Background: an optimization exercise with open tools, aiming at small area. Do not read the settings as production practice.
The RTL was checked by simulation tests, not by an equivalence proof against the original design.
No activity file was given, so power comes from the tool's default toggle rates.

== try-violet ==
// rgb2ycbcr
module rgb2ycbcr(
	input                       clk,rst_n,
	input[7:0]                  rgb_r,
	input[7:0]                  rgb_g,
	input[7:0]                  rgb_b,
	input                       rgb_de,
	output[7:0]                 ycbcr_y,
	output[7:0]                 ycbcr_cb,
	output[7:0]                 ycbcr_cr,
	output reg                  ycbcr_de
);
reg [7:0] r1, g1, b1;
always @(posedge clk) begin
	r1 <= rgb_r; g1 <= rgb_g; b1 <= rgb_b;
end
reg [8:0] e1;
reg [8:0] e2;
reg [3:0] y2_q;
reg [3:0] y2_h;
reg [0:0] y2_k;
reg [7:0] y3, cb3, cr3, y4, cb4, cr4;
wire i1 = ~g1[0];
wire s2, c2;
rgb2ycbcr_ha u2 (.a(b1[0]), .b(i1), .s(s2), .co(c2));
wire i3 = ~g1[1];
wire s4, c4;
rgb2ycbcr_fa u4 (.a(b1[1]), .b(i3), .c(c2), .s(s4), .co(c4));
wire i5 = ~g1[2];
wire s6, c6;
rgb2ycbcr_fa u6 (.a(b1[2]), .b(i5), .c(c4), .s(s6), .co(c6));
wire i7 = ~g1[3];
wire s8, c8;
rgb2ycbcr_fa u8 (.a(b1[3]), .b(i7), .c(c6), .s(s8), .co(c8));
wire i9 = ~g1[4];
wire s10, c10;
rgb2ycbcr_fa u10 (.a(b1[4]), .b(i9), .c(c8), .s(s10), .co(c10));
wire i11 = ~g1[5];
wire s12, c12;
rgb2ycbcr_fa u12 (.a(b1[5]), .b(i11), .c(c10), .s(s12), .co(c12));
wire i13 = ~g1[6];
wire s14, c14;
rgb2ycbcr_fa u14 (.a(b1[6]), .b(i13), .c(c12), .s(s14), .co(c14));
wire i15 = ~g1[7];
wire s16, c16;
rgb2ycbcr_fa u16 (.a(b1[7]), .b(i15), .c(c14), .s(s16), .co(c16));
wire s17, c17;
rgb2ycbcr_ha u17 (.a(r1[0]), .b(i1), .s(s17), .co(c17));
wire s18, c18;
rgb2ycbcr_fa u18 (.a(r1[1]), .b(i3), .c(c17), .s(s18), .co(c18));
wire s19, c19;
rgb2ycbcr_fa u19 (.a(r1[2]), .b(i5), .c(c18), .s(s19), .co(c19));
wire s20, c20;
rgb2ycbcr_fa u20 (.a(r1[3]), .b(i7), .c(c19), .s(s20), .co(c20));
wire s21, c21;
rgb2ycbcr_fa u21 (.a(r1[4]), .b(i9), .c(c20), .s(s21), .co(c21));
wire s22, c22;
rgb2ycbcr_fa u22 (.a(r1[5]), .b(i11), .c(c21), .s(s22), .co(c22));
wire s23, c23;
rgb2ycbcr_fa u23 (.a(r1[6]), .b(i13), .c(c22), .s(s23), .co(c23));
wire s24, c24;
rgb2ycbcr_fa u24 (.a(r1[7]), .b(i15), .c(c23), .s(s24), .co(c24));
wire c25 = r1[0]&b1[0];
wire c26 = (r1[1]&b1[1])|(r1[1]&c25)|(b1[1]&c25);
wire c27 = (r1[2]&b1[2])|(r1[2]&c26)|(b1[2]&c26);
wire s28, c28;
  ...
Size: roughly 100 flip-flops, ~52 I/O pins, about 0.0046 mm^2 of cells after synthesis.
clock: 5.0 ns
lec_check: 0
cap_margin: 20
core_margin: 2
core_utilization: 40
slew_margin: 20
synth_hierarchical: 1
standard.sh (not shown) runs the stock make flow with config.mk's settings and CLKGATE_MAP_FILE= SYNTH_SCRIPT=/design/flow/synth_recipe.tcl, a recipe that flattens the netlist after the stock synthesis.
==> flow/flow/run.sh <==
#!/bin/bash
# The standard layout, with two changes: each port is buffered by the
# smallest buffer cell, and the clock tree uses small buffers without dummy loads.
set -euo pipefail
export BUFFER_PORTS_ARGS="-buffer_cell sky130_fd_sc_hd__buf_1"
export CTS_ARGS='-sink_clustering_enable -repair_clock_nets -buf_list {sky130_fd_sc_hd__clkbuf_2 sky130_fd_sc_hd__clkbuf_4 sky130_fd_sc_hd__clkbuf_8} -sink_clustering_size 16 -dont_use_dummy_load'
bash standard.sh finish > standard_flow.log 2>&1
The final layout from try-violet, which completed every stage, passed the timing, DRC and antenna checks at the end of the flow.
The following lists how try-juniper was set up differently from try-violet:
==> flow/flow/run.sh <==
#!/bin/bash
# The standard layout, with two changes: each port is buffered by the
# smallest buffer cell, and the clock tree uses small buffers without dummy loads.
set -euo pipefail
export BUFFER_PORTS_ARGS="-buffer_cell sky130_fd_sc_hd__buf_1"
export CTS_ARGS='-sink_clustering_enable -repair_clock_nets -buf_list {sky130_fd_sc_hd__clkbuf_16} -sink_clustering_size 30 -sink_clustering_max_diameter 200 -dont_use_dummy_load'
bash standard.sh finish > standard_flow.log 2>&1
--- outcome ---
Looking at overall power of the completed layout across try-violet and try-juniper, the one that comes out higher is try-juniper.
Compare try-violet and try-juniper | time the worst path needs with I/O delays and setup higher: try-violet
Cmp try-violet and try-juniper / clock power / higher: try-juniper
Re synthesized-area fraction occupied by xor and xnor cells: no difference whatsoever between try-juniper and try-violet.
From try-violet to try-juniper the numbers moved as follows: number of vias in the routed layout barely changed, overall fraction of global-route tracks in use barely changed, wire length dropped 0.37%.
## Diff of input files: try-delta against try-juniper
==> flow/flow/run.sh <==
#!/bin/bash
# The standard layout, with two changes: each port is buffered by the
# smallest buffer cell, and the clock tree uses small buffers without dummy loads.
set -euo pipefail
export BUFFER_PORTS_ARGS="-buffer_cell sky130_fd_sc_hd__buf_1"
export CTS_ARGS='-sink_clustering_enable -repair_clock_nets -buf_list {sky130_fd_sc_hd__clkbuf_4 sky130_fd_sc_hd__clkbuf_8} -sink_clustering_size 12 -sink_clustering_max_diameter 40 -dont_use_dummy_load'
bash standard.sh finish > standard_flow.log 2>&1
Results
- In the metrics for try-delta and try-juniper, the one carrying the higher final standard cell utilization of the core is try-juniper.
- Diff try-delta..try-juniper | maximum operating frequency | negligible
- Measured against each other, try-delta and try-juniper differ in worst path arrival time, the higher figure coming from try-delta.
- try-juniper -> try-delta: largest voltage drop on the vdd net decreased by a few percent
- Compared with try-juniper, in try-delta number of buffers inserted by port buffering closely matched the old numbers, setup slack of the critical path after layout decreased by 0.0037 ns relative to the old numbers, area share of buffers outside the clock network comparable.
- Of try-delta and try-juniper, the run reporting the higher combinational share of power was try-delta.
- try-juniper → try-delta: wire length of the first global-routing pass did not really move, power went down, post-route worst hold slack did not really move.

==> afterwards: timing with drivers on the ports <==
No port has a modelled driver above. Below, the same layouts with a new extraction and two added sets of constraints. Step 1, drivers: a clkbuf_16 drives clk and a buf_2 each remaining input, both assumed. Step 2 also shifts input and output timing later by t, the mid clock arrival at the registers, as if the neighbouring blocks saw the same clock. Slacks: ideal ports / drivers / drivers and shift; pairs: ideal ports / drivers.
| run | t, ns | setup slack, ns | worst slew at a driven data input, ns |
|---|---|---|---|
| try-violet | 0.388 | 0.214 / 0.214 / 0.214 | 0.03 |
| try-juniper | 0.371 | 0.218 / 0.218 / 0.218 | 0.03 |
| try-delta | 0.388 | 0.214 / 0.214 / 0.214 | 0.03 |
After both steps setup and hold are still met in every run listed.
